Source: an optimization exercise on an open RTL-to-GDS flow (aim: small area and a short achievable clock period). Production flows keep margins and buffers that such runs may drop. No activity file was given, so power comes from the tool's default toggle rates.

== north ==
==> flow/design.v <==
module MY_CPU (clk, nRESET, instr, pc, cc, dbg_addr, dbg_data);
	input clk;
	input nRESET;
	input [15:0] instr;
	output [15:0] pc;
	output [3:0] cc;
	input [2:0] dbg_addr;
	output [15:0] dbg_data;
	reg [14:0] pc_q;   
	reg [3:0] cc;
	assign pc = {pc_q, 1'b0};
	always @(posedge clk or negedge nRESET)
		if (!nRESET) pc_q <= 15'b0;
		else pc_q <= pc_q + 15'd1;
	wire [2:0] op = instr[14:12];
	wire i = instr[11];
	wire [2:0] rD = instr[10:8];
	wire [2:0] rA = instr[7:5];
	wire [2:0] rB = instr[4:2];
	wire [15:0] imm = {{11{instr[4]}}, instr[4:0]};
	wire valid = ~(op == 3'd7 & i);   
	reg [15:0] rf [0:7];
	reg [7:0] v;
	wire [15:0] res;
	wire [7:0] we;
	genvar k;
	generate for (k = 0; k < 8; k = k + 1) begin : g_rf
		assign we[k] = valid & (rD == k);
		always @(posedge clk)
			if (we[k]) rf[k] <= res;
	end endgenerate
	always @(posedge clk or negedge nRESET)
		if (!nRESET) v <= 8'b0;
		else v <= v | we;
	function [15:0] rd;
		input [2:0] a;
		input [7:0] vv;
		input [127:0] d;
		integer j;
		begin
			rd = 16'b0;
			for (j = 0; j < 8; j = j + 1)
				rd = rd | ({16{(a == j) & vv[j]}} & d[16*j +: 16]);
		end
	endfunction
	wire [127:0] rflat = {rf[7], rf[6], rf[5], rf[4], rf[3], rf[2], rf[1], rf[0]};
	wire [15:0] A = rd(rA, v, rflat);
	wire [15:0] rb = rd(rB, v, rflat);
	assign dbg_data = rd(dbg_addr, v, rflat);
	wire [15:0] B = i ? imm : rb;
	wire sub = (op == 3'd2);
	wire [15:0] Bx = B ^ {16{sub}};
	wire [15:0] g0 = A & Bx;
	wire [15:0] p0 = (A ^ {16{sub}}) ^ B;
	reg [15:0] G, P;
	integer lv, b;
	always @(*) begin
		G = g0; P = p0;
		G[0] = g0[0] | (p0[0] & sub);
		for (lv = 0; lv < 4; lv = lv + 1)
			for (b = 0; b < 16; b = b + 1)
				if ((b >> lv) & 1) begin
					G[b] = G[b] | (P[b] & G[((b >> lv) << lv) - 1]);
					P[b] = P[b] & P[((b >> lv) << lv) - 1];
				end
	end
	wire [16:0] cy = {G, sub};
	wire [15:0] sum = p0 ^ cy[15:0];
	wire cout = cy[16];
	wire [15:0] shl = A << B[3:0];
	wire [15:0] shr = A >> B[3:0];
	wire s_add = (op == 3'd0) | (op == 3'd2);
	wire s_shl = (op == 3'd3);
	wire s_shr = (op == 3'd4);
	wire [15:0] lg = (op == 3'd1) ? B : (op == 3'd5) ? (A & B) : (op == 3'd6) ? (A | B) : ~B;
	wire s_lg = ~s_add & ~s_shl & ~s_shr;
	wire [15:0] r_na = ({16{s_shl}} & shl) | ({16{s_shr}} & shr) | ({16{s_lg}} & lg);
	wire [15:0] r = s_add ? sum : r_na;
	assign res = r;
	wire [15:0] Bi = imm ^ {16{sub}};
	wire [15:0] zx = A ^ Bi;
	wire [15:0] zo = {A[14:0] | Bi[14:0], sub};
	wire Z_add = ~|(zx ^ zo);
	wire [3:0] s = instr[3:0];
	reg [15:0] m;
	integer q;
	always @(*)
		for (q = 0; q < 16; q = q + 1)
			case (op)
				3'd3: m[q] = (q <= 15 - s);    
				3'd4: m[q] = (q >= s);         
				3'd5: m[q] = imm[q];           
				3'd6: m[q] = 1'b1;             
				default: m[q] = 1'b0;          
			endcase
	wire imm_z = ~|instr[4:0];
	wire Z_oth = ~|(A & m) & ((op == 3'd6 || op == 3'd1) ? imm_z : 1'b1);
	wire N = r[15];
	wire Z = s_add ? Z_add : Z_oth;
	wire C = (op == 3'd0) & cout;
	wire V = (op == 3'd3) ? (A[15] ^ shl[15]) :
		(op == 3'd0) ? ((A[15] == B[15]) & (sum[15] ^ A[15])) : 1'b0;
	always @(posedge clk or negedge nRESET)
		if (!nRESET) cc <= 4'b0;
		else if (valid & i) cc <= {N, Z, C, V};
		else cc <= 4'b0;
endmodule
==> flow/config.mk <==
export PLATFORM = sky130hd
export DESIGN_NAME = MY_CPU
export DESIGN_NICKNAME = MY_CPU
export VERILOG_FILES = /design/flow/design.v
export SDC_FILE = /design/flow/constraint.sdc
export NUM_CORES = 4
export LEC_CHECK = 0
export CAP_MARGIN = 20
export CORE_MARGIN = 2
export CORE_UTILIZATION = 40
export SETUP_SLACK_MARGIN = 2.5
export SLEW_MARGIN = 20
==> flow/constraint.sdc <==
create_clock -name core_clock -period 7.0 [get_ports {clk}]
set_input_delay 1.4000 -clock core_clock [delete_from_list [all_inputs] [get_ports {clk}]]
set_output_delay 1.4000 -clock core_clock [all_outputs]
set_load 0.01 [all_outputs]
standard.sh (not shown) runs the stock make flow with config.mk's settings and CLKGATE_MAP_FILE= SYNTH_SCRIPT=/design/flow/synth_recipe.tcl, a recipe that flattens the netlist after the stock synthesis.
==> flow/flow/run.sh <==
#!/bin/bash
# Layout flow: the standard ORFS flow, with two changes:
#  - no full/half adder extraction in synthesis (ADDER_MAP_FILE empty), so ABC maps
#    the adder logic itself;
#  - port buffers are sky130_fd_sc_hd__buf_2 instead of the resizer's default pick.
# The make output is kept in flow_make.log; ORFS's own logs stay under orfs/logs.
set -euo pipefail
bash standard.sh ADDER_MAP_FILE= \
  "BUFFER_PORTS_ARGS=-buffer_cell sky130_fd_sc_hd__buf_2" \
  finish > flow_make.log 2>&1
Inputs modified between north and south:
--- a/flow/design.v
+++ b/flow/design.v
@@ -82,20 +82,6 @@
 	wire [15:0] zo = {A[14:0] | Bi[14:0], sub};
 	wire Z_add = ~|(zx ^ zo);
-	wire [3:0] s = instr[3:0];
-	reg [15:0] m;
-	integer q;
-	always @(*)
-		for (q = 0; q < 16; q = q + 1)
-			case (op)
-				3'd3: m[q] = (q <= 15 - s);    
-				3'd4: m[q] = (q >= s);         
-				3'd5: m[q] = imm[q];           
-				3'd6: m[q] = 1'b1;             
-				default: m[q] = 1'b0;          
-			endcase
-	wire imm_z = ~|instr[4:0];
-	wire Z_oth = ~|(A & m) & ((op == 3'd6 || op == 3'd1) ? imm_z : 1'b1);
 	wire N = r[15];
-	wire Z = s_add ? Z_add : Z_oth;
+	wire Z = s_add ? Z_add : ~|r_na;
 	wire C = (op == 3'd0) & cout;
 	wire V = (op == 3'd3) ? (A[15] ^ shl[15]) :
Results
Comparing north and south, sequential share of power is higher on south.
Worst setup skew after layout: south worse than north
Diff north -> south: maximum cell stage delay along the critical path shows an increase of 0.02 ns; logic gate share of total power shows a reduction of 1.8 points; wire length per cell shows an increase of about 1%; via count shows a reduction of 9.8%.
south: first-pass GRT wire length lower than north
Compared to north, south has design internal power 0.048 mW lower.
No functional check of the RTL was part of any run of this note.

## separate check: timing with driven ports
Ports are ideal in the flow. The routed layouts listed here were re-timed in OpenROAD.
Step 1: set_driving_cell puts a clkbuf_16 on clk and a buf_2 on each other input, an assumption about the parent block.
Step 2 times the ports against the registers' clock, not the clock port: input delays grow and output delays shrink by t, the midpoint of the rising clock arrivals with the driver on.
Slacks: no drivers / after step 1 / after step 2; pairs: no drivers / after step 1.
run	t (ns)	slack for setup (ns)	hold slack, ns	worst slew at a driven data input, ns
north	0.476	2.407 / 2.320 / 1.844	0.489 / 0.489 / 0.489	0.25
south	0.483	2.256 / 2.158 / 1.675	0.475 / 0.475 / 0.475	0.14
After both steps every run listed still meets setup and hold. For south, which loses most, drivers alone change the setup slack by -0.098 ns; drivers and shift together by -0.581 ns.
